Source: an optimization exercise on an open RTL-to-GDS flow (aim: small area). Production flows keep margins and buffers that such runs may drop.
Function was checked by simulation only, so behaviour that the tests miss may differ from the original.
The flow treats the clock pin as an ideal source, which a real chip does not have.
Power figures rest on the tool's default switching activity, not on a simulated workload.

<file path="flow/constraint.sdc">
create_clock -name core_clock -period 20.0 [get_ports {clk_i}]
set_input_delay 4.0000 -clock core_clock [delete_from_list [all_inputs] [get_ports {clk_i}]]
set_output_delay 4.0000 -clock core_clock [all_outputs]
set_load 0.01 [all_outputs]
</file>
<file path="flow/design.v">
`timescale 1ns / 1ps
module top_module1(clk_i, rst, h_sync, v_sync, red_o, green_o, blue_o, x_in, y_in, ps2clk, ps2data, ld1);
input clk_i;
input rst;
input x_in;
input y_in;
output h_sync;
output v_sync;
output [3:0] red_o;
output [3:0] green_o;
output [3:0] blue_o;
input ps2clk;
input ps2data;
output ld1;
function [6:0] xpred;
    input [5:0] d;
    case (d)
        6'd0: xpred = 7'd16;
        6'd1: xpred = 7'd16;
        6'd2: xpred = 7'd16;
        6'd3: xpred = 7'd16;
        6'd4: xpred = 7'd16;
        6'd5: xpred = 7'd16;
        6'd6: xpred = 7'd16;
        6'd7: xpred = 7'd8;
        6'd8: xpred = 7'd8;
        6'd9: xpred = 7'd8;
        6'd10: xpred = 7'd8;
        6'd11: xpred = 7'd8;
        6'd12: xpred = 7'd8;
        6'd13: xpred = 7'd12;
        6'd14: xpred = 7'd12;
        6'd15: xpred = 7'd12;
        6'd16: xpred = 7'd12;
        6'd17: xpred = 7'd12;
        6'd18: xpred = 7'd12;
        6'd19: xpred = 7'd4;
        6'd20: xpred = 7'd4;
        6'd21: xpred = 7'd4;
        6'd22: xpred = 7'd4;
        6'd23: xpred = 7'd4;
        6'd24: xpred = 7'd68;
        6'd25: xpred = 7'd0;
        6'd26: xpred = 7'd0;
        6'd27: xpred = 7'd0;
        6'd28: xpred = 7'd0;
        6'd29: xpred = 7'd0;
        6'd30: xpred = 7'd0;
        6'd31: xpred = 7'd0;
        6'd32: xpred = 7'd0;
        6'd33: xpred = 7'd0;
        6'd34: xpred = 7'd0;
        6'd35: xpred = 7'd0;
        6'd36: xpred = 7'd0;
        6'd37: xpred = 7'd0;
        6'd38: xpred = 7'd0;
        6'd39: xpred = 7'd0;
        6'd40: xpred = 7'd34;
        6'd41: xpred = 7'd2;
        6'd42: xpred = 7'd2;
        6'd43: xpred = 7'd2;
        6'd44: xpred = 7'd2;
        6'd45: xpred = 7'd2;
        6'd46: xpred = 7'd3;
        6'd47: xpred = 7'd3;
        6'd48: xpred = 7'd3;
        6'd49: xpred = 7'd3;
        6'd50: xpred = 7'd3;
        6'd51: xpred = 7'd3;
        6'd52: xpred = 7'd1;
        6'd53: xpred = 7'd1;
        6'd54: xpred = 7'd1;
        6'd55: xpred = 7'd1;
        6'd56: xpred = 7'd1;
        6'd57: xpred = 7'd1;
        6'd58: xpred = 7'd16;
        6'd59: xpred = 7'd16;
        6'd60: xpred = 7'd16;
        6'd61: xpred = 7'd16;
        6'd62: xpred = 7'd16;
        6'd63: xpred = 7'd16;
    endcase
endfunction
function [6:0] ypred;
    input [6:0] d;
    case (d)
        7'd0: ypred = 7'd16;
        7'd1: ypred = 7'd16;
        7'd2: ypred = 7'd16;
        7'd3: ypred = 7'd16;
        7'd4: ypred = 7'd16;
        7'd5: ypred = 7'd16;
        7'd6: ypred = 7'd16;
        7'd7: ypred = 7'd16;
        7'd8: ypred = 7'd16;
        7'd9: ypred = 7'd4;
        7'd10: ypred = 7'd4;
        7'd11: ypred = 7'd4;
        7'd12: ypred = 7'd4;
        7'd13: ypred = 7'd4;
        7'd14: ypred = 7'd4;
        7'd15: ypred = 7'd4;
        7'd16: ypred = 7'd4;
        7'd17: ypred = 7'd12;
        7'd18: ypred = 7'd12;
        7'd19: ypred = 7'd12;
        7'd20: ypred = 7'd12;
        7'd21: ypred = 7'd12;
        7'd22: ypred = 7'd12;
        7'd23: ypred = 7'd12;
        7'd24: ypred = 7'd12;
        7'd25: ypred = 7'd8;
        7'd26: ypred = 7'd8;
        7'd27: ypred = 7'd8;
        7'd28: ypred = 7'd8;
        7'd29: ypred = 7'd8;
        7'd30: ypred = 7'd8;
        7'd31: ypred = 7'd8;
        7'd32: ypred = 7'd72;
        7'd33: ypred = 7'd0;
        7'd34: ypred = 7'd0;
        7'd35: ypred = 7'd0;
        7'd36: ypred = 7'd0;
        7'd37: ypred = 7'd0;
        7'd38: ypred = 7'd0;
        7'd39: ypred = 7'd0;
        7'd40: ypred = 7'd0;
        7'd41: ypred = 7'd0;
        7'd42: ypred = 7'd0;
        7'd43: ypred = 7'd0;
        7'd44: ypred = 7'd0;
        7'd45: ypred = 7'd0;
        7'd46: ypred = 7'd0;
        7'd47: ypred = 7'd0;
        7'd48: ypred = 7'd0;
        7'd49: ypred = 7'd0;
        7'd50: ypred = 7'd0;
        7'd51: ypred = 7'd0;
        7'd52: ypred = 7'd0;
        7'd53: ypred = 7'd0;
        7'd54: ypred = 7'd0;
        7'd55: ypred = 7'd0;
        7'd56: ypred = 7'd0;
        7'd57: ypred = 7'd0;
        7'd58: ypred = 7'd0;
        7'd59: ypred = 7'd0;
        7'd60: ypred = 7'd0;
        7'd61: ypred = 7'd0;
        7'd62: ypred = 7'd0;
        7'd63: ypred = 7'd0;
        7'd64: ypred = 7'd0;
        7'd65: ypred = 7'd0;
        7'd66: ypred = 7'd0;
        7'd67: ypred = 7'd0;
        7'd68: ypred = 7'd0;
        7'd69: ypred = 7'd0;
        7'd70: ypred = 7'd0;
        7'd71: ypred = 7'd0;
        7'd72: ypred = 7'd0;
        7'd73: ypred = 7'd0;
        7'd74: ypred = 7'd0;
        7'd75: ypred = 7'd0;
        7'd76: ypred = 7'd0;
        7'd77: ypred = 7'd0;
        7'd78: ypred = 7'd0;
        7'd79: ypred = 7'd0;
        7'd80: ypred = 7'd0;
        7'd81: ypred = 7'd0;
        7'd82: ypred = 7'd0;
        7'd83: ypred = 7'd0;
        7'd84: ypred = 7'd0;
        7'd85: ypred = 7'd0;
        7'd86: ypred = 7'd0;
        7'd87: ypred = 7'd0;
        7'd88: ypred = 7'd0;
        7'd89: ypred = 7'd0;
        7'd90: ypred = 7'd0;
        7'd91: ypred = 7'd0;
        7'd92: ypred = 7'd0;
        7'd93: ypred = 7'd0;
        7'd94: ypred = 7'd0;
        7'd95: ypred = 7'd0;
        7'd96: ypred = 7'd33;
        7'd97: ypred = 7'd1;
        7'd98: ypred = 7'd1;
        7'd99: ypred = 7'd1;
        7'd100: ypred = 7'd1;
        7'd101: ypred = 7'd1;
        7'd102: ypred = 7'd1;
        7'd103: ypred = 7'd1;
        7'd104: ypred = 7'd3;
        7'd105: ypred = 7'd3;
        7'd106: ypred = 7'd3;
        7'd107: ypred = 7'd3;
        7'd108: ypred = 7'd3;
        7'd109: ypred = 7'd3;
        7'd110: ypred = 7'd3;
        7'd111: ypred = 7'd3;
        7'd112: ypred = 7'd2;
        7'd113: ypred = 7'd2;
        7'd114: ypred = 7'd2;
        7'd115: ypred = 7'd2;
        7'd116: ypred = 7'd2;
        7'd117: ypred = 7'd2;
        7'd118: ypred = 7'd2;
        7'd119: ypred = 7'd2;
        7'd120: ypred = 7'd16;
        7'd121: ypred = 7'd16;
        7'd122: ypred = 7'd16;
        7'd123: ypred = 7'd16;
        7'd124: ypred = 7'd16;
        7'd125: ypred = 7'd16;
        7'd126: ypred = 7'd16;
        7'd127: ypred = 7'd16;
    endcase
endfunction
function [4:0] pad_w;
    input [5:0] d;
    case (d)
        6'd0: pad_w = 5'd15;
        6'd1: pad_w = 5'd15;
        6'd2: pad_w = 5'd15;
        6'd3: pad_w = 5'd15;
        6'd4: pad_w = 5'd15;
        6'd5: pad_w = 5'd15;
        6'd6: pad_w = 5'd15;
        6'd7: pad_w = 5'd15;
        6'd8: pad_w = 5'd14;
        6'd9: pad_w = 5'd14;
        6'd10: pad_w = 5'd13;
        6'd11: pad_w = 5'd13;
        6'd12: pad_w = 5'd13;
        6'd13: pad_w = 5'd12;
        6'd14: pad_w = 5'd11;
        6'd15: pad_w = 5'd10;
        6'd16: pad_w = 5'd10;
        6'd17: pad_w = 5'd8;
        6'd18: pad_w = 5'd7;
        6'd19: pad_w = 5'd5;
        6'd20: pad_w = 5'd0;
        6'd21: pad_w = 5'd0;
        6'd22: pad_w = 5'd0;
        6'd23: pad_w = 5'd0;
        6'd24: pad_w = 5'd0;
        6'd25: pad_w = 5'd0;
        6'd26: pad_w = 5'd0;
        6'd27: pad_w = 5'd0;
        6'd28: pad_w = 5'd0;
        6'd29: pad_w = 5'd0;
        6'd30: pad_w = 5'd0;
        6'd31: pad_w = 5'd0;
        6'd32: pad_w = 5'd0;
        6'd33: pad_w = 5'd0;
        6'd34: pad_w = 5'd0;
        6'd35: pad_w = 5'd0;
        6'd36: pad_w = 5'd0;
        6'd37: pad_w = 5'd0;
        6'd38: pad_w = 5'd0;
        6'd39: pad_w = 5'd0;
        6'd40: pad_w = 5'd0;
        6'd41: pad_w = 5'd0;
        6'd42: pad_w = 5'd0;
        6'd43: pad_w = 5'd0;
        6'd44: pad_w = 5'd0;
        6'd45: pad_w = 5'd5;
        6'd46: pad_w = 5'd7;
        6'd47: pad_w = 5'd8;
        6'd48: pad_w = 5'd10;
        6'd49: pad_w = 5'd10;
        6'd50: pad_w = 5'd11;
        6'd51: pad_w = 5'd12;
        6'd52: pad_w = 5'd13;
        6'd53: pad_w = 5'd13;
        6'd54: pad_w = 5'd13;
        6'd55: pad_w = 5'd14;
        6'd56: pad_w = 5'd14;
        6'd57: pad_w = 5'd15;
        6'd58: pad_w = 5'd15;
        6'd59: pad_w = 5'd15;
        6'd60: pad_w = 5'd15;
        6'd61: pad_w = 5'd15;
        6'd62: pad_w = 5'd15;
        6'd63: pad_w = 5'd15;
    endcase
endfunction
function [3:0] puck_w;
    input [4:0] d;
    case (d)
        5'd0: puck_w = 4'd9;
        5'd1: puck_w = 4'd9;
        5'd2: puck_w = 4'd9;
        5'd3: puck_w = 4'd9;
        5'd4: puck_w = 4'd9;
        5'd5: puck_w = 4'd9;
        5'd6: puck_w = 4'd8;
        5'd7: puck_w = 4'd8;
        5'd8: puck_w = 4'd7;
        5'd9: puck_w = 4'd6;
        5'd10: puck_w = 4'd5;
        5'd11: puck_w = 4'd4;
        5'd12: puck_w = 4'd0;
        5'd13: puck_w = 4'd0;
        5'd14: puck_w = 4'd0;
        5'd15: puck_w = 4'd0;
        5'd16: puck_w = 4'd0;
        5'd17: puck_w = 4'd0;
        5'd18: puck_w = 4'd0;
        5'd19: puck_w = 4'd0;
        5'd20: puck_w = 4'd0;
        5'd21: puck_w = 4'd4;
        5'd22: puck_w = 4'd5;
        5'd23: puck_w = 4'd6;
        5'd24: puck_w = 4'd7;
        5'd25: puck_w = 4'd8;
        5'd26: puck_w = 4'd8;
        5'd27: puck_w = 4'd9;
        5'd28: puck_w = 4'd9;
        5'd29: puck_w = 4'd9;
        5'd30: puck_w = 4'd9;
        5'd31: puck_w = 4'd9;
    endcase
endfunction
function [4:0] arc_w;
    input [5:0] d;
    case (d)
        6'd0: arc_w = 5'd18;
        6'd1: arc_w = 5'd18;
        6'd2: arc_w = 5'd18;
        6'd3: arc_w = 5'd18;
        6'd4: arc_w = 5'd18;
        6'd5: arc_w = 5'd18;
        6'd6: arc_w = 5'd18;
        6'd7: arc_w = 5'd18;
        6'd8: arc_w = 5'd17;
        6'd9: arc_w = 5'd17;
        6'd10: arc_w = 5'd17;
        6'd11: arc_w = 5'd16;
        6'd12: arc_w = 5'd16;
        6'd13: arc_w = 5'd16;
        6'd14: arc_w = 5'd15;
        6'd15: arc_w = 5'd15;
        6'd16: arc_w = 5'd14;
        6'd17: arc_w = 5'd13;
        6'd18: arc_w = 5'd12;
        6'd19: arc_w = 5'd11;
        6'd20: arc_w = 5'd10;
        6'd21: arc_w = 5'd9;
        6'd22: arc_w = 5'd8;
        6'd23: arc_w = 5'd6;
        6'd24: arc_w = 5'd0;
        6'd25: arc_w = 5'd0;
        6'd26: arc_w = 5'd0;
        6'd27: arc_w = 5'd0;
        6'd28: arc_w = 5'd0;
        6'd29: arc_w = 5'd0;
        6'd30: arc_w = 5'd0;
        6'd31: arc_w = 5'd0;
        6'd32: arc_w = 5'd0;
        6'd33: arc_w = 5'd0;
        6'd34: arc_w = 5'd0;
        6'd35: arc_w = 5'd0;
        6'd36: arc_w = 5'd0;
        6'd37: arc_w = 5'd0;
        6'd38: arc_w = 5'd0;
        6'd39: arc_w = 5'd0;
        6'd40: arc_w = 5'd0;
        6'd41: arc_w = 5'd6;
        6'd42: arc_w = 5'd8;
        6'd43: arc_w = 5'd9;
        6'd44: arc_w = 5'd10;
        6'd45: arc_w = 5'd11;
        6'd46: arc_w = 5'd12;
        6'd47: arc_w = 5'd13;
        6'd48: arc_w = 5'd14;
        6'd49: arc_w = 5'd15;
        6'd50: arc_w = 5'd15;
        6'd51: arc_w = 5'd16;
        6'd52: arc_w = 5'd16;
        6'd53: arc_w = 5'd16;
        6'd54: arc_w = 5'd17;
        6'd55: arc_w = 5'd17;
        6'd56: arc_w = 5'd17;
        6'd57: arc_w = 5'd18;
        6'd58: arc_w = 5'd18;
        6'd59: arc_w = 5'd18;
        6'd60: arc_w = 5'd18;
        6'd61: arc_w = 5'd18;
        6'd62: arc_w = 5'd18;
        6'd63: arc_w = 5'd18;
    endcase
endfunction
function [11:0] rsub;
    input [11:0] a;
    input [11:0] b;
    reg br;
    integer k;
    begin
        br = 1'b0;
        for (k = 0; k < 12; k = k + 1) begin
            rsub[k] = a[k] ^ b[k] ^ br;
            br = (~a[k] & b[k]) | (~(a[k] ^ b[k]) & br);
        end
    end
endfunction
function ult;
    input [11:0] a;
    input [11:0] b;
    reg br;
    integer k;
    begin
        br = 1'b0;
        for (k = 0; k < 12; k = k + 1)
            br = (~a[k] & b[k]) | (~(a[k] ^ b[k]) & br);
        ult = br;
    end
endfunction
function [11:0] radd;
    input [11:0] a;
    input [11:0] b;
    reg c;
    integer k;
    begin
        c = 1'b0;
        for (k = 0; k < 12; k = k + 1) begin
            radd[k] = a[k] ^ b[k] ^ c;
            c = (a[k] & b[k]) | ((a[k] ^ b[k]) & c);
        end
    end
endfunction
function [23:0] rinc;
    input [23:0] a;
    input ci;
    reg c;
    integer k;
    begin
        c = ci;
        for (k = 0; k < 24; k = k + 1) begin
            rinc[k] = a[k] ^ c;
            c = a[k] & c;
        end
    end
endfunction
reg [2:0] ph;
wire ce = (ph[1:0] == 2'b01);
wire gtick = (ph == 3'd1);
reg [9:0] hc;    
reg [9:0] vc;    
reg trig;
wire h_end = hc[9] & hc[8] & hc[5];         
wire v_end = vc[9] & vc[3] & vc[2];         
always @(posedge clk_i)
    if (rst) ph <= 3'd0;
    else ph <= rinc({21'd0, ph}, 1'b1);
always @(posedge clk_i)
    if (rst || (ce && h_end)) hc <= 10'd0;
    else hc <= rinc({14'd0, hc}, ce);
always @(posedge clk_i)
    if (rst) trig <= 1'b0;
    else if (ce) trig <= h_end;
wire vinc = ce & trig;
always @(posedge clk_i)
    if (rst || (vinc && v_end)) vc <= 10'd0;
    else vc <= rinc({14'd0, vc}, vinc);
assign h_sync = ult(hc, 656) || !ult(hc, 752);
assign v_sync = ult(vc, 490) || !ult(vc, 492);
reg read;
reg [11:0] count_reading;
reg prev_clk;
reg scan_err;
reg [10:0] scan_code;
reg trig_arr;
reg [3:0] kcount;
reg [3:0] code_id;
reg [3:0] key_id;
function [3:0] key_of;
    input [7:0] c;
    case (c)
        8'h75: key_of = 4'b0100;
        8'h72: key_of = 4'b0101;
        8'h6B: key_of = 4'b0110;
        8'h74: key_of = 4'b0111;
        8'h1D: key_of = 4'b1000;
        8'h1B: key_of = 4'b1001;
        8'h1C: key_of = 4'b1010;
        8'h23: key_of = 4'b1011;
        8'h5A: key_of = 4'b1100;
        8'h29: key_of = 4'b1101;
        default: key_of = 4'b0000;
    endcase
endfunction
always @(posedge clk_i)
    if (ce && !read) count_reading <= 12'd0;
    else count_reading <= rinc({12'd0, count_reading}, ce);
always @(posedge clk_i)
    if (ce && ps2clk != prev_clk && !ps2clk) scan_code <= {ps2data, scan_code[10:1]};
always @(posedge clk_i)
    if (ce) begin
        if (ps2clk != prev_clk) begin
            if (!ps2clk) scan_err <= 1'b0;
        end else if (kcount == 4'd11)
            scan_err <= !scan_code[10] || scan_code[0] || !(^scan_code[9:1]);
    end
wire ps_edge = ps2clk != prev_clk;
wire ps_fall = ce & ps_edge & !ps2clk;
wire ps_chk = ce & !ps_edge & (kcount == 4'd11);
wire ps_tmo = ce & !ps_edge & ult(kcount, 11) && !ult(count_reading, 4000);
always @(posedge clk_i)
    if (rst || ps_chk || ps_tmo) kcount <= 4'd0;
    else kcount <= rinc({20'd0, kcount}, ps_fall);
always @(posedge clk_i)
    if (rst) begin
        read <= 1'b0;
        trig_arr <= 1'b0;
        prev_clk <= 1'b1;
    end else if (ce) begin
        if (ps_edge) begin
            if (!ps2clk) read <= 1'b1;
        end else if (kcount == 4'd11) begin
            read <= 1'b0;
            trig_arr <= 1'b1;
        end else begin
            trig_arr <= 1'b0;
            if (ps_tmo) read <= 1'b0;
        end
        prev_clk <= ps2clk;
    end
always @(posedge clk_i)
    if (rst) begin
        code_id <= 4'd0;
        key_id <= 4'd0;
    end else if (ce) begin
        code_id <= (trig_arr && !scan_err) ? key_of(scan_code[8:1]) : 4'd0;
        key_id <= code_id;
    end
wire k_dn_pad = (key_id[3:2] == 2'b01);
wire k_up_pad = (key_id[3:2] == 2'b10);
wire k_up    = (key_id == 4'b0100);
wire enter   = (key_id == 4'b1100);
wire space   = (key_id == 4'b1101);
assign ld1 = k_up;
reg [2:0] score_1;
reg [2:0] score_2;
reg [23:0] cm;
reg w1, v1, x_mov, y_mov;
reg [10:0] pc_x;
reg [10:0] pc_y;
reg [8:0] upc_x;     
reg [7:0] upc_y;     
reg [8:0] dpc_x;     
reg [7:0] dpy;       
reg start, game_on, pause, p1, p2;
reg seg_v;           
reg [2:0] seg_s1;    
reg [2:0] seg_s2;
wire [8:0] dpc_y = {1'b1, dpy};
wire xy = x_in & y_in;
wire [9:0] px = hc;
wire [9:0] py = vc;
wire pc_lo_x = (pc_x[10:9] == 2'b00);
wire pc_lo_y = (pc_y[10:9] == 2'b00);
wire [11:0] cux = rsub({3'b0, pc_x[8:0]}, {3'b0, upc_x});
wire [11:0] cuy = rsub({3'b0, pc_y[8:0]}, {4'b0, upc_y});
wire [11:0] cdx = rsub({3'b0, pc_x[8:0]}, {3'b0, dpc_x});
wire [11:0] cdy = rsub({3'b0, pc_y[8:0]}, {3'b0, dpc_y});
wire cux_n = pc_lo_x && ((cux[9:5] == 5'h00) || (cux[9:5] == 5'h1f));
wire cuy_n = pc_lo_y && ((cuy[9:6] == 4'h0) || (cuy[9:6] == 4'hf));
wire cdx_n = pc_lo_x && ((cdx[9:5] == 5'h00) || (cdx[9:5] == 5'h1f));
wire cdy_n = pc_lo_y && ((cdy[9:6] == 4'h0) || (cdy[9:6] == 4'hf));
function [7:0] coll;
    input near;
    input [5:0] dx;
    input [6:0] dy;
    reg [6:0] xp, yp;
    begin
        xp = near ? xpred(dx) : 7'd0;
        yp = ypred(dy);
        coll[0] = (xp[0] & yp[0]) | (xp[1] & yp[1]);
        coll[1] = (xp[2] & yp[2]) | (xp[3] & yp[3]);
        coll[2] = (xp[2] & yp[1]) | (xp[3] & yp[0]);
        coll[3] = (xp[0] & yp[3]) | (xp[1] & yp[2]);
        coll[4] = xp[4] & yp[5];
        coll[5] = xp[4] & yp[6];
        coll[6] = yp[4] & xp[5];
        coll[7] = yp[4] & xp[6];
    end
endfunction
wire [7:0] cu = coll(cux_n & cuy_n, cux[5:0], cuy[6:0]);
wire [7:0] cd = coll(cdx_n & cdy_n, cdx[5:0], cdy[6:0]);
wire [10:0] pk_x = xy ? pc_x : 11'd320;
wire [10:0] pk_y = xy ? pc_y : 11'd240;
wire [8:0] ux = xy ? upc_x : 9'd320;
wire [7:0] uy = xy ? upc_y : 8'd100;
wire [8:0] dx_ = xy ? dpc_x : 9'd320;
wire [7:0] dyl = xy ? dpy : 8'd124;
wire [11:0] ppx = rsub({2'b0, px}, {2'b0, pk_x[9:0]});
wire [11:0] ppy = rsub({2'b0, py}, {2'b0, pk_y[9:0]});
wire ppx_near = !pk_x[10] && ((ppx[10:4] == 7'h00) || (ppx[10:4] == 7'h7f)) && !ult(pk_x, 9);
wire ppy_near = !pk_y[10] && ((ppy[10:4] == 7'h00) || (ppy[10:4] == 7'h7f)) && !ult(pk_y, 12);
wire [23:0] ppx_n = rinc({19'd0, ~ppx[4:0]}, 1'b1);
wire [4:0] ppx_a = ppx[4] ? ppx_n[4:0] : ppx[4:0];
wire puck_on = ppx_near && ppy_near && ult(ppx_a, puck_w(ppy[4:0]));
wire [11:0] upx = rsub({3'b0, px[8:0]}, {3'b0, ux});
wire [11:0] upy = rsub({4'b0, py[7:0]}, {4'b0, uy});
wire upx_near = !px[9] && ((upx[9:4] == 6'h00) || (upx[9:4] == 6'h3f));
wire upy_near = (py[9:8] == 2'b00) && ((upy[8:5] == 4'h0) || (upy[8:5] == 4'hf));
wire [23:0] upx_n = rinc({19'd0, ~upx[4:0]}, 1'b1);
wire [4:0] upx_a = upx[4] ? upx_n[4:0] : upx[4:0];
wire up_on = upx_near && upy_near && ult(upx_a, pad_w(upy[5:0]));
wire [11:0] dpx = rsub({3'b0, px[8:0]}, {3'b0, dx_});
wire [11:0] dpy_d = rsub({3'b0, py[8:0]}, {3'b001, dyl});
wire dpx_near = !px[9] && ((dpx[9:4] == 6'h00) || (dpx[9:4] == 6'h3f));
wire dpy_near = !py[9] && ((dpy_d[9:5] == 5'h00) || (dpy_d[9:5] == 5'h1f));
wire [23:0] dpx_n = rinc({19'd0, ~dpx[4:0]}, 1'b1);
wire [4:0] dpx_a = dpx[4] ? dpx_n[4:0] : dpx[4:0];
wire dn_on = dpx_near && dpy_near && ult(dpx_a, pad_w(dpy_d[5:0]));
wire arc_rb = !ult(py, 407) && ult(py, 454);
wire arc_rt = !ult(py, 27) && ult(py, 74);
wire [11:0] arc_db = rsub({6'd0, py[5:0]}, 12'd46);
wire [11:0] arc_dt = rsub({6'd0, py[5:0]}, 12'd50);
wire [5:0] arc_dy = arc_rb ? arc_db[5:0] : arc_dt[5:0];
wire [23:0] arc_n = rinc({19'd0, ~px[4:0]}, 1'b1);
wire [4:0] arc_ax = px[5] ? arc_n[4:0] : px[4:0];     
wire arc_on = (arc_rb | arc_rt) && !ult(px, 303) && ult(px, 338) && ult(arc_ax, arc_w(arc_dy));
wire side = ult(px, 161) || !ult(px, 480) || ult(py, 21) || !ult(py, 460);
wire sg = start & game_on;
wire s7 = (score_1 == 3'd7) || (score_2 == 3'd7);
wire step = sg & gtick & ~space & ~pause & ((|cm[23:5]) | (&cm[4:0]));
wire move = step & x_mov & y_mov;
wire gx = ult(pc_x, 342) && (!ult(pc_x, 299) || ult(pc_x, 9));
wire goal_b = move && (pc_y == 11'd448) && gx;
wire goal_t = move && (pc_y == 11'd32) && gx && !goal_b;
wire init_puck = !xy && !side && puck_on;
wire init_up = !xy && up_on;
wire init_dn = !xy && dn_on;
wire cg = sg & gtick;    
wire [7:0] ccu = cg ? cu : 8'd0;
wire [7:0] ccd = cg ? cd : 8'd0;
wire cxd = ccd[7] | ccd[6] | ccd[3] | ccd[2] | ccd[1] | ccd[0];
wire cxu = ccu[7] | ccu[6] | ccu[3] | ccu[2] | ccu[1] | ccu[0];
wire cx = cxd | cxu;
wire cx_pos = cxd ? (ccd[7] | (~ccd[6] & ~ccd[3] & (ccd[2] | ccd[1])))
                  : (ccu[7] | (~ccu[6] & ~ccu[3] & (ccu[2] | ccu[1])));
wire cyd = |ccd[5:0];
wire cyu = |ccu[5:0];
wire cy = cyd | cyu;
wire cy_pos = cyd ? (ccd[5] | (~ccd[4] & ~ccd[3] & ~ccd[2] & ccd[1]))
                  : (ccu[5] | (~ccu[4] & ~ccu[3] & ~ccu[2] & ccu[1]));
wire wall_l = !ult(pc_x, 9) && ult(pc_x, 169);
wire wall_r = ult(471, pc_x);
wire wall_t = !ult(pc_y, 12) && ult(pc_y, 32);
wire wall_b = ult(448, pc_y);
wire w_m = (move & wall_l) ? 1'b0 : (move & wall_r) ? 1'b1 : w1;
wire v_m = (move & wall_t) ? 1'b1 : (move & wall_b) ? 1'b0 : v1;
reg nw1, nv1;
always @* begin
    nw1 = w_m;
    if (ccu[0]) nw1 = 1'b1;
    if (ccu[1]) nw1 = 1'b0;
    if (ccu[2]) nw1 = 1'b0;
    if (ccu[3]) nw1 = 1'b1;
    if (ccu[6]) nw1 = ~w1;
    if (ccu[7]) nw1 = ~w1;
    if (ccd[0]) nw1 = 1'b1;
    if (ccd[1]) nw1 = 1'b0;
    if (ccd[2]) nw1 = 1'b0;
    if (ccd[3]) nw1 = 1'b1;
    if (ccd[6]) nw1 = ~w1;
    if (ccd[7]) nw1 = ~w1;
    nv1 = v_m;
    if (ccu[0]) nv1 = 1'b0;
    if (ccu[1]) nv1 = 1'b1;
    if (ccu[2]) nv1 = 1'b0;
    if (ccu[3]) nv1 = 1'b1;
    if (ccu[4]) nv1 = ~v1;
    if (ccu[5]) nv1 = ~v1;
    if (ccd[0]) nv1 = 1'b0;
    if (ccd[1]) nv1 = 1'b1;
    if (ccd[2]) nv1 = 1'b0;
    if (ccd[3]) nv1 = 1'b1;
    if (ccd[4]) nv1 = ~v1;
    if (ccd[5]) nv1 = ~v1;
end
wire idle = ~x_mov & ~y_mov;
wire goal = goal_b | goal_t;
wire nxm = ~goal & (x_mov | (idle & ((|ccu[3:0]) | (|ccd[3:0]) | ccd[6] | ccd[7])));
wire nym = ~goal & (y_mov | (idle & ((|ccu[3:0]) | (|ccd[3:0]) | ccd[4] | ccd[5])));
wire xc = init_puck | (~cx & ((enter & ~game_on) | goal | (cg & s7 & ~move)));
wire yc = init_puck | (~cy & (goal | (cg & s7 & ~move)));
wire [10:0] ycv = init_puck ? 11'd240 : goal_b ? 11'd280 : goal_t ? 11'd200 : 11'd240;
wire [2:0] xd = cx ? (cx_pos ? 3'b010 : 3'b110) : move ? (w1 ? 3'b111 : 3'b001) : 3'b000;
wire [2:0] yd = cy ? (cy_pos ? 3'b010 : 3'b110) : move ? (v1 ? 3'b001 : 3'b111) : 3'b000;
wire [11:0] pc_x_sum = radd({1'b0, pc_x}, {{9{xd[2]}}, xd});
wire [10:0] pc_x_add = pc_x_sum[10:0];
wire [11:0] pc_y_sum = radd({1'b0, pc_y}, {{9{yd[2]}}, yd});
wire [10:0] pc_y_add = pc_y_sum[10:0];
wire pad_rst = (enter & ~game_on) | goal_b | goal_t;
wire mv = sg & (key_id[3:2] != 2'b00) & (key_id[3:2] != 2'b11);
wire kdir = key_id[0];           
wire khor = key_id[1];
wire [8:0] pad_sel = k_up_pad ? (khor ? upc_x : {1'b0, upc_y}) : (khor ? dpc_x : {1'b0, dpy});
wire [11:0] pad_sum = radd({3'b0, pad_sel}, {{11{~kdir}}, 1'b1});
wire [8:0] pad_nxt = pad_sum[8:0];
wire upc_x_mv = mv & k_up_pad & khor & (kdir ? ult(upc_x, 465) : ult(175, upc_x));
wire upc_y_mv = mv & k_up_pad & ~khor & (kdir ? ult(upc_y, 220) : ult(40, upc_y));
wire dpc_x_mv = mv & k_dn_pad & khor & (kdir ? ult(dpc_x, 465) : ult(175, dpc_x));
wire dpy_mv = mv & k_dn_pad & ~khor & (kdir ? ult(dpy, 184) : ult(4, dpy));
always @(posedge clk_i)
    if (rst) begin
        p1 <= 1'b0;
        p2 <= 1'b0;
        game_on <= 1'b0;
        pause <= 1'b0;
        w1 <= 1'b0;
        v1 <= 1'b0;
        pc_x <= 11'd320;
        pc_y <= 11'd240;
        upc_x <= 9'd320;
        upc_y <= 8'd100;
        dpc_x <= 9'd320;
        dpy <= 8'd124;
        start <= 1'b0;
        x_mov <= 1'b0;
        y_mov <= 1'b0;
        seg_v <= 1'b0;
    end else begin
        if (enter && ~start) start <= 1'b1;
        if (enter && ~game_on) begin
            start <= 1'b0;
            game_on <= 1'b1;
        end
        if (cg) begin
            if (s7) begin
                game_on <= 1'b0;
                if (score_1 == 3'd7) p1 <= 1'b1;
                else p2 <= 1'b1;
            end
            if (space) pause <= ~pause;
            seg_v <= 1'b1;
        end
        w1 <= nw1;
        v1 <= nv1;
        x_mov <= nxm;
        y_mov <= nym;
        pc_x <= xc ? 11'd320 : pc_x_add;
        pc_y <= yc ? ycv : pc_y_add;
        if (pad_rst || init_up) begin
            upc_x <= 9'd320;
            upc_y <= 8'd100;
        end else begin
            if (upc_x_mv) upc_x <= pad_nxt;
            if (upc_y_mv) upc_y <= pad_nxt[7:0];
        end
        if (pad_rst || init_dn) begin
            dpc_x <= 9'd320;
            dpy <= 8'd124;
        end else begin
            if (dpc_x_mv) dpc_x <= pad_nxt;
            if (dpy_mv) dpy <= pad_nxt[7:0];
        end
    end
always @(posedge clk_i)
    if (rst || step) cm <= 24'd0;
    else cm <= rinc(cm, cg);
wire score_clr = rst || (enter && ~game_on) || (!xy && !side);
always @(posedge clk_i)
    if (score_clr) begin
        score_1 <= 3'd0;
        score_2 <= 3'd0;
    end else begin
        score_1 <= rinc({21'd0, score_1}, goal_t);
        score_2 <= rinc({21'd0, score_2}, goal_b);
    end
function [6:0] segs;
    input [2:0] s;
    case (s)
        3'd0: segs = 7'b1110111;
        3'd1: segs = 7'b0100100;
        3'd2: segs = 7'b1011101;
        3'd3: segs = 7'b1101101;
        3'd4: segs = 7'b0101110;
        3'd5: segs = 7'b1101011;
        3'd6: segs = 7'b1111011;
        default: segs = 7'b0100101;
    endcase
endfunction
always @(posedge clk_i)
    if (cg) begin
        seg_s1 <= score_1;
        seg_s2 <= score_2;
    end
wire [6:0] sa = seg_v ? segs(seg_s1) : 7'd0;
wire [6:0] sb = seg_v ? segs(seg_s2) : 7'd0;
function in_box;
    input [9:0] v;
    input [9:0] lo;
    input [9:0] hi;
    in_box = !ult(v, lo) && !ult(hi, v);
endfunction
wire seg_r = !ult(px, 480);
wire [11:0] seg_xf = rsub({7'd0, px[9:5]}, 12'd15);
wire [4:0] seg_xh = seg_xf[4:0];
wire [9:0] seg_x = seg_r ? {seg_xh, px[4:0]} : px;
wire [6:0] seg_d = seg_r ? sb : sa;
wire sx1 = in_box(seg_x, 25, 45);
wire sx2 = in_box(seg_x, 50, 110);
wire sx3 = in_box(seg_x, 115, 135);
wire sy1 = in_box(py, 120, 140);
wire sy2 = in_box(py, 145, 225);
wire sy3 = in_box(py, 230, 250);
wire sy4 = in_box(py, 255, 335);
wire sy5 = in_box(py, 340, 360);
wire seg_hit = (sx2 & (sy1 | sy3 | sy5)) | ((sx1 | sx3) & (sy2 | sy4));
wire seg_lit = (sx2 & sy1 & seg_d[0]) | (sx2 & sy3 & seg_d[3]) | (sx2 & sy5 & seg_d[6]) |
               (sx1 & sy2 & seg_d[1]) | (sx1 & sy4 & seg_d[4]) | (sx3 & sy2 & seg_d[2]) | (sx3 & sy4 & seg_d[5]);
reg txt;
always @* begin
    txt = 1'b0;
    if (~start) begin
        if (in_box(px, 281, 291) && in_box(py, 226, 227)) txt = 1'b1;
        if (in_box(px, 279, 280) && in_box(py, 228, 238)) txt = 1'b1;
        if (in_box(px, 281, 291) && in_box(py, 239, 240)) txt = 1'b1;
        if (in_box(px, 292, 293) && in_box(py, 241, 251)) txt = 1'b1;
        if (in_box(px, 281, 291) && in_box(py, 252, 253)) txt = 1'b1;
        if (in_box(px, 293, 307) && in_box(py, 226, 227)) txt = 1'b1;
        if (in_box(px, 300, 301) && in_box(py, 226, 253)) txt = 1'b1;
        if (in_box(px, 312, 322) && in_box(py, 226, 227)) txt = 1'b1;
        if (in_box(px, 310, 311) && in_box(py, 228, 238)) txt = 1'b1;
        if (in_box(px, 310, 311) && in_box(py, 241, 251)) txt = 1'b1;
        if (in_box(px, 312, 322) && in_box(py, 239, 240)) txt = 1'b1;
        if (in_box(px, 323, 324) && in_box(py, 228, 238)) txt = 1'b1;
        if (in_box(px, 323, 324) && in_box(py, 241, 251)) txt = 1'b1;
        if (in_box(px, 329, 339) && in_box(py, 226, 227)) txt = 1'b1;
        if (in_box(px, 327, 328) && in_box(py, 228, 238)) txt = 1'b1;
        if (in_box(px, 327, 328) && in_box(py, 241, 251)) txt = 1'b1;
        if (in_box(px, 329, 339) && in_box(py, 239, 240)) txt = 1'b1;
        if (in_box(px, 340, 341) && in_box(py, 228, 238)) txt = 1'b1;
        if (in_box(px, 337, 338) && in_box(py, 241, 251)) txt = 1'b1;
        if (in_box(px, 344, 358) && in_box(py, 226, 227)) txt = 1'b1;
        if (in_box(px, 351, 352) && in_box(py, 226, 253)) txt = 1'b1;
    end else if (pause) begin
        if (in_box(px, 281, 291) && in_box(py, 226, 227)) txt = 1'b1;
        if (in_box(px, 279, 280) && in_box(py, 228, 238)) txt = 1'b1;
        if (in_box(px, 281, 291) && in_box(py, 239, 240)) txt = 1'b1;
        if (in_box(px, 279, 280) && in_box(py, 241, 251)) txt = 1'b1;
        if (in_box(px, 292, 293) && in_box(py, 228, 238)) txt = 1'b1;
        if (in_box(px, 298, 308) && in_box(py, 226, 227)) txt = 1'b1;
        if (in_box(px, 296, 297) && in_box(py, 228, 238)) txt = 1'b1;
        if (in_box(px, 298, 308) && in_box(py, 239, 240)) txt = 1'b1;
        if (in_box(px, 296, 297) && in_box(py, 241, 251)) txt = 1'b1;
        if (in_box(px, 309, 310) && in_box(py, 228, 238)) txt = 1'b1;
        if (in_box(px, 309, 310) && in_box(py, 241, 251)) txt = 1'b1;
        if (in_box(px, 315, 325) && in_box(py, 252, 253)) txt = 1'b1;
        if (in_box(px, 313, 314) && in_box(py, 228, 238)) txt = 1'b1;
        if (in_box(px, 313, 314) && in_box(py, 241, 251)) txt = 1'b1;
        if (in_box(px, 326, 327) && in_box(py, 228, 238)) txt = 1'b1;
        if (in_box(px, 326, 327) && in_box(py, 241, 251)) txt = 1'b1;
        if (in_box(px, 332, 342) && in_box(py, 226, 227)) txt = 1'b1;
        if (in_box(px, 330, 331) && in_box(py, 228, 238)) txt = 1'b1;
        if (in_box(px, 332, 342) && in_box(py, 239, 240)) txt = 1'b1;
        if (in_box(px, 332, 342) && in_box(py, 252, 253)) txt = 1'b1;
        if (in_box(px, 343, 344) && in_box(py, 241, 251)) txt = 1'b1;
        if (in_box(px, 349, 359) && in_box(py, 226, 227)) txt = 1'b1;
        if (in_box(px, 347, 348) && in_box(py, 228, 238)) txt = 1'b1;
        if (in_box(px, 349, 359) && in_box(py, 239, 240)) txt = 1'b1;
        if (in_box(px, 349, 359) && in_box(py, 252, 253)) txt = 1'b1;
        if (in_box(px, 347, 348) && in_box(py, 241, 251)) txt = 1'b1;
    end else if (~game_on) begin
        if (in_box(px, 281, 291) && in_box(py, 226, 227)) txt = 1'b1;
        if (in_box(px, 279, 280) && in_box(py, 228, 238)) txt = 1'b1;
        if (in_box(px, 281, 291) && in_box(py, 239, 240)) txt = 1'b1;
        if (in_box(px, 279, 280) && in_box(py, 241, 251)) txt = 1'b1;
        if (in_box(px, 292, 293) && in_box(py, 228, 238)) txt = 1'b1;
        if (p1) begin
            if (in_box(px, 298, 308) && in_box(py, 226, 227)) txt = 1'b1;
            if (in_box(px, 309, 310) && in_box(py, 228, 238)) txt = 1'b1;
            if (in_box(px, 298, 308) && in_box(py, 239, 240)) txt = 1'b1;
            if (in_box(px, 298, 308) && in_box(py, 252, 253)) txt = 1'b1;
            if (in_box(px, 296, 297) && in_box(py, 241, 251)) txt = 1'b1;
        end else if (p2) begin
            if (in_box(px, 309, 310) && in_box(py, 228, 238)) txt = 1'b1;
            if (in_box(px, 309, 310) && in_box(py, 241, 251)) txt = 1'b1;
        end
        if (in_box(px, 315, 325) && in_box(py, 252, 253)) txt = 1'b1;
        if (in_box(px, 313, 314) && in_box(py, 228, 238)) txt = 1'b1;
        if (in_box(px, 313, 314) && in_box(py, 241, 251)) txt = 1'b1;
        if (in_box(px, 326, 327) && in_box(py, 228, 238)) txt = 1'b1;
        if (in_box(px, 326, 327) && in_box(py, 241, 251)) txt = 1'b1;
        if (in_box(px, 328, 338) && in_box(py, 252, 253)) txt = 1'b1;
        if (in_box(px, 339, 340) && in_box(py, 228, 238)) txt = 1'b1;
        if (in_box(px, 339, 340) && in_box(py, 241, 251)) txt = 1'b1;
        if (in_box(px, 345, 355) && in_box(py, 226, 227)) txt = 1'b1;
        if (in_box(px, 345, 355) && in_box(py, 252, 253)) txt = 1'b1;
        if (in_box(px, 343, 344) && in_box(py, 228, 238)) txt = 1'b1;
        if (in_box(px, 343, 344) && in_box(py, 241, 251)) txt = 1'b1;
        if (in_box(px, 356, 357) && in_box(py, 228, 238)) txt = 1'b1;
        if (in_box(px, 356, 357) && in_box(py, 241, 251)) txt = 1'b1;
        if (in_box(px, 362, 372) && in_box(py, 226, 227)) txt = 1'b1;
        if (in_box(px, 360, 361) && in_box(py, 228, 238)) txt = 1'b1;
        if (in_box(px, 360, 361) && in_box(py, 241, 251)) txt = 1'b1;
        if (in_box(px, 373, 374) && in_box(py, 228, 238)) txt = 1'b1;
        if (in_box(px, 373, 374) && in_box(py, 241, 251)) txt = 1'b1;
    end
end
wire banner = ~(start & ~pause & game_on);
wire gray = banner && ult(223, py) && ult(py, 257);
reg r_f, r_n, g_f, g_n, b_f, b_n;
reg nr_f, nr_n, ng_f, ng_n, nb_f, nb_n;
always @* begin
    if (side) begin
        nr_f = seg_hit & seg_lit;
        nr_n = seg_hit;
        ng_f = 1'b0; ng_n = 1'b0;
        nb_f = 1'b0; nb_n = 1'b0;
    end else begin
        nr_f = 1'b0; ng_f = 1'b0; nb_f = 1'b1;
        if (ult(290, px) && ult(px, 350) && (ult(py, 50) || ult(430, py))) begin
            nr_f = 1'b1; ng_f = 1'b1; nb_f = 1'b1;
        end
        if ((py == 10'd239) || (py == 10'd240)) begin
            nr_f = 1'b0; ng_f = 1'b0; nb_f = 1'b0;
        end
        if (arc_on) begin
            nr_f = 1'b1; ng_f = 1'b1; nb_f = 1'b1;
        end
        if (puck_on) begin
            nr_f = 1'b1; ng_f = 1'b0; nb_f = 1'b0;
        end
        if (up_on || dn_on) begin
            nr_f = 1'b1; ng_f = 1'b1; nb_f = 1'b0;
        end
        nr_n = nr_f; ng_n = ng_f; nb_n = nb_f;
        if (gray) begin
            nr_f = 1'b0; ng_f = 1'b0; nb_f = 1'b0;
            nr_n = 1'b1; ng_n = 1'b1; nb_n = 1'b1;
        end
        if (txt) begin
            nr_f = 1'b1; ng_f = 1'b0; nb_f = 1'b0;
            nr_n = 1'b1; ng_n = 1'b0; nb_n = 1'b0;
        end
    end
end
always @(posedge clk_i)
    if (rst) begin
        r_f <= 1'b0; r_n <= 1'b0;
        g_f <= 1'b0; g_n <= 1'b0;
        b_f <= 1'b0; b_n <= 1'b0;
    end else begin
        r_f <= nr_f; r_n <= nr_n;
        g_f <= ng_f; g_n <= ng_n;
        b_f <= nb_f; b_n <= nb_n;
    end
assign red_o = {r_f, r_f, r_n, r_f};
assign green_o = {g_f, g_f, g_n, g_f};
assign blue_o = {b_f, b_f, b_n, b_f};
endmodule
</file>
<file path="flow/standard.sh">
#!/bin/bash
# synth_recipe.tcl (not shown) runs the flow's synth.tcl, then flattens the netlist and writes it again
# the make line also repeats each setting of config.mk as NAME=value (left out here)
make -C /OpenROAD-flow-scripts/flow DESIGN_CONFIG=/design/flow/config.mk WORK_HOME=/design/flow/orfs CLKGATE_MAP_FILE= SYNTH_SCRIPT=/design/flow/synth_recipe.tcl "${@:-finish}"
</file>
<file path="flow/config.mk">
export PLATFORM = sky130hd
export DESIGN_NAME = top_module1
export DESIGN_NICKNAME = top_module1
export VERILOG_FILES = /design/flow/design.v
export SDC_FILE = /design/flow/constraint.sdc
export NUM_CORES = 4
export LEC_CHECK = 0
export CAP_MARGIN = 20
export CORE_MARGIN = 2
export CORE_UTILIZATION = 65
export SLEW_MARGIN = 20
</file>
<file path="flow/flow/run.sh">
#!/bin/bash
# Own layout flow: the standard flow (standard.sh), with these changes:
# - synthesis leaves adders to ABC (no full/half adder extraction) and maps
#   the combinational logic with an area-oriented ABC script (flow/area.abc)
#   instead of ORFS's delay-oriented one; the registers, their names and
#   cells are those of the standard synthesis (ABC maps only the logic
#   between them);
# - the port buffers are the smallest buffer cell;
# - clock tree synthesis inserts no dummy loads.
set -euo pipefail
W=$(pwd)
export OWN_ABC_SCRIPT="$W/flow/area.abc"
export BUFFER_PORTS_ARGS="-buffer_cell sky130_fd_sc_hd__buf_1"
export CTS_ARGS="-sink_clustering_enable -repair_clock_nets -dont_use_dummy_load -buf_list sky130_fd_sc_hd__clkbuf_16"
# The standard flow's synthesis script, with every abc call given the script above
{
  echo 'proc abc {args} {'
  echo '  set i [lsearch -exact $args -script]'
  echo '  if {$i >= 0} { lset args [expr {$i + 1}] $::env(OWN_ABC_SCRIPT) }'
  echo '  yosys abc {*}$args'
  echo '}'
  cat "$W/synth_recipe.tcl"
} > "$W/own_synth.tcl"
sed -E -e "s#SYNTH_SCRIPT=[^ ]*synth_recipe\.tcl'?#SYNTH_SCRIPT=$W/own_synth.tcl ADDER_MAP_FILE=#" \
  "$W/standard.sh" > "$W/own_standard.sh"
grep -q "SYNTH_SCRIPT=$W/own_synth.tcl ADDER_MAP_FILE=" "$W/own_standard.sh"
bash "$W/own_standard.sh" > "$W/own_flow.log" 2>&1
cp "$W"/orfs/logs/*/top_module1/base/1_2_yosys.log "$W/yosys.log" 2>/dev/null || true
cp "$W"/orfs/logs/*/top_module1/base/4_1_cts.log "$W/cts.log" 2>/dev/null || true
</file>
<file path="flow/flow/area.abc">
strash
balance -l
resub -K 6 -l
rewrite -l
resub -K 6 -N 2 -l
refactor -l
resub -K 8 -l
balance -l
resub -K 8 -N 2 -l
rewrite -l
resub -K 10 -l
rewrite -z -l
resub -K 10 -N 2 -l
balance -l
resub -K 12 -l
refactor -z -l
resub -K 12 -N 2 -l
rewrite -z -l
balance -l
&get -n
&deepsyn -T 60
&put
balance -l
resub -K 6 -l
rewrite -l
resub -K 6 -N 2 -l
refactor -l
resub -K 8 -l
balance -l
resub -K 8 -N 2 -l
rewrite -l
resub -K 10 -l
rewrite -z -l
resub -K 10 -N 2 -l
balance -l
resub -K 12 -l
refactor -z -l
resub -K 12 -N 2 -l
rewrite -z -l
balance -l
dch -f
amap
topo
</file>
==> metrics.md <==
| Metric | Value |
|---|---|
| Clock buffer depth | `2` |
| Reg2Reg Capture Point | `pc_y[8]$_SDFF_PP0_` |
| First-pass GRT wire length | `78800 µm` |
| Yosys reg bits | `171` |
| Top FF cell, synth | `dfxtp_1` |
| Htree depth | `4` |
| Reg2reg path depth | `41` |
| Outcome | `finished clean` |
| Area of the multi-input gates | `8300 µm²` |
| Final setup violation count | `0` |
| FP Rows | `51` |
| Synth Instances | `2000` |
| Post-Syn Nets | `2006` |
| Vias in the first global route | `14900` |
| R2R setup slack | `11.41 ns` |
| Commonest cells in the netlist | `nor2_1, clkinv_1, nand2_1` |
| Synth cell types | `59` |
| Fin area | `13700 µm²` |
| Comb power frac | `8.5%` |
| Switching portion of total power | `25.7%` |
| Ports | `21` |
| Reg area | `3600 µm²` |
| DPL Wire Length | `37800 µm` |
| Die Y-Extent | `145 µm` |
| VDD IR-drop max | `0.0559 mV` |
| Worst setup margin | `9.70 ns` |
| DRC | `0` |
| Switching pwr | `0.178 mW` |
| Worst min path class | `reg -> reg` |
| Synth Cell Area | `12900 µm²` |
| Reg-to-reg startpoint | `pc_x[3]$_SDFF_PP0_` |
| Slew Limit Fails | `0` |
| CTS Hold Buffers Added | `0` |
| Transition time at the pin with the least slew margin | `1.05 ns` |
| Pre-CTS WS | `9.74 ns` |
| Syn-to-layout area delta | `6.31%` |
| EDFF count, synth | `18` |
| Data required, critical path | `20.31 ns` |
| Hold-critical path endpoint | `ph[0]$_SDFF_PP0_` |
| Crit-path max FO | `58` |
| Cell taking the most area after synthesis | `dfxtp_1` |
| Largest net degree at the start of global routing | `59` |
| GRT Util Overall | `46.8%` |
| Top-count cell post-synth | `nor2_1` |
| Number of CTS-inserted buffers | `17` |
| Vias | `16200` |
| Main area contributors after synthesis | `dfxtp_1, nor2_1, clkinv_1` |
| Hold Crit Start | `ph[0]$_SDFF_PP0_` |
| Setup CP Type | `in -> reg` |
| Leakage | `4.40 nW` |
| Final Cycle Share | `51.5%` |
| WL/cell | `22.0 µm` |
| Placed cell area | `13300 µm²` |
| Clock share of power | `39.9%` |
| CTS Sinks | `171` |
| Core Area | `19500 µm²` |
| Port Buf Inserts | `20` |
| Share of layout cells above drive strength 1 | `1.38%` |
| Asr flop ratio synth | `0%` |
| Critical path capture point type | `flip-flop` |
| Worst slew margin | `28.5%` |
| Worst path arrival time | `10.60 ns` |
| Starting DRT DRC Count | `2540` |
| PwrDens | `50.3 nW/µm²` |
| Flop pwr share | `51.6%` |
| Nets | `2041` |
| Global route overflow | `0` |
| Die Width | `145 µm` |
| RSZ-0062 raised after global routing | `no` |
| GPL Wtd Cong | `1.10` |
| Synth top area share | `23.7%` |
| Total setup buffers inserted after CTS | `0` |
| Final antenna diode count | `0` |
| Startpoint Class | `input port` |
| Worst-skew pair later-pin latency | `0.45 ns` |
| Sequential area share after synthesis | `27.9%` |
| Post-layout minimum cycle time | `10.30 ns` |
| Synth Warn # | `1` |
| Clock transition at path regs | `0.06 ns` |
| Final Hold Viols | `0` |
| Cts repair resizes | `0` |
| Internal | `0.513 mW` |
| F_max | `97.1 MHz` |
| Post-Syn Area per Cell | `6.45 µm²` |
| CTS tree | `built` |
| CTS root buf | `clkbuf_16` |
| Starting density of the core | `66.3%` |
| Drt pass-1 iters | `9` |
| Fillers | `1643` |
| Routed wire length | `50500 µm` |
| Total Die Area | `21000 µm²` |
| MaxCap Viol Count | `0` |
| Final Skew | `0.0354 ns` |
| Hold Crit Depth | `1` |
| Routed vias/inst | `7.05` |
| TNS Setup | `0 ns` |
| Routed Antenna Nets | `0` |
| Initial antenna violation count | `0` |
==> layer usage <==
| metal | share of wire (%) | routed length (µm) | GRT usage, % | up-vias |
|---|---|---|---|---|
| li1 | - | - | - | 7358 |
| met1 | 36 | 18400 | 57.8 | 7136 |
| met2 | 41 | 20800 | 70.9 | 1357 |
| met3 | 15 | 7500 | 14.9 | 344 |
| met4 | 7.6 | 3850 | 29.0 | 0 |
| met5 | 0 | 0 | 0 | - |
==> cell type report <==
class                      instances  area share [%]
multi-input combinational       1570            60.5
sequential                       171            26.3
inverter                         247            6.76
clock buffer                      17            3.10
tap                              265            2.42
timing repair buffer              28           0.985
==> power groups by stage <==
stage	logic, mW	clock network, mW	registers [mW]
finish	0.0586	0.276	0.356
global route	0.0629	0.286	0.356
CTS	0.0554	0.274	0.356
detailed placement	0.0549	0	0.363
global placement	0.0532	0	0.363
floorplan	0.0383	0	0.361
==> worst max path at each step <==
| stage | start | to | slack, ns | cells past startpoint |
|---|---|---|---|---|
| floorplan | x_in | upc_x[6]$_SDFFE_PP1P_ | 10.30 | 25 |
| global placement | x_in | upc_x[6]$_SDFFE_PP1P_ | 9.88 | 27 |
| detailed placement | x_in | upc_x[6]$_SDFFE_PP1P_ | 9.74 | 27 |
| CTS | x_in | upc_x[6]$_SDFFE_PP1P_ | 10.11 | 27 |
| global route | x_in | upc_y[2]$_SDFFE_PP1P_ | 9.19 | 25 |
| finish | x_in | upc_x[6]$_SDFFE_PP1P_ | 9.70 | 27 |
==> state kept, by name (all words and copies together) (netlist names), 3 cells and up <==
signal         count
ph                 3
seg_s2             3
key_id             4
count_reading     12
dpc_x              9
upc_y              8
upc_x              9
pc_y              11
score_2            3
vc                10
dpy                8
hc                10
seg_s1             3
score_1            3
code_id            4
pc_x              11
cm                24
kcount             4
scan_code         11
==> layout by cell type (no fill, tap or decap), drive strengths merged, types with 31 or more instances in the layout <==
| cell | n |
|---|---|
| clkinv | 247 |
| nor3 | 107 |
| a22oi | 32 |
| o21ai | 161 |
| nand3 | 31 |
| nor2 | 457 |
| a211oi | 47 |
| nand2 | 169 |
| a21oi | 137 |
| dfxtp | 153 |
| o22ai | 83 |
==> critical path, stage by stage <==
cell	delay, ns
buf_1	0.08
nand2_2	0.05
buf_4	0.52
clkinv_1	0.98
a31oi_1	0.47
nand2_1	0.13
a32oi_1	0.25
or2_0	0.18
o21ai_0	0.17
o21ai_0	0.56
clkinv_1	0.29
nand2_1	0.18
nor2_1	0.06
a41oi_1	0.16
nor2_1	0.06
a2111oi_0	0.29
a22o_1	0.19
o221ai_1	0.11
o221ai_1	0.11
o21ai_0	0.10
a21boi_0	0.13
nor2_1	0.11
clkinv_1	0.06
nor2b_1	0.14
a21boi_0	0.54
nand2_1	0.35
o22a_1	0.29
==> cells by family (layout without fill, tap and decap cells) <==
logic type / count (synthesis) / after routing / synth area share (%)
flip-flops: 171 / 171 / 27.9
buffers and inverters: 259 / 292 / 7.88
AO/OA/AOI/OAI: 680 / 680 / 34.3
AND/OR/NAND/NOR: 890 / 890 / 29.9
==> metrics by stage <==
step / instances / power, mW / util [%] / hold WS [ns]
2_1_floorplan: 2000 / 0.399 / - / 0.417
3_3_place_gp: 2281 / 0.416 / 68.3 / 0.429
3_5_place_dp: 2281 / 0.418 / 68.3 / 0.441
4_1_cts: 2298 / 0.685 / 70.5 / 0.456
5_1_grt: 2298 / 0.705 / 70.5 / 0.485
6_report: 2298 / 0.690 / 70.5 / 0.454

[afterwards: timing with drivers on the ports]
The results above use ideal ports. As a check the final layout listed here was re-extracted and re-timed, cells and wires unchanged. Step 1 assumes that a clkbuf_16 drives the clock port and a buf_2 every other input. Step 2, shift: input delay + t, output delay - t, t = (earliest + latest rising clock arrival at the registers) / 2. This alone moves slack from input paths to output paths. Three values: no drivers, after step 1, after step 2; two values: the first two.
t (ns): 0.481
slack for setup (ns): 9.703 / 9.731 / 9.250
hold WS [ns]: 0.454 / 0.454 / 0.454
worst data-port slew with drivers (ns): 0.03
After both steps setup and hold are still met in this run. The setup slack of this run moves by +0.028 ns with the drivers and by -0.453 ns with both steps.
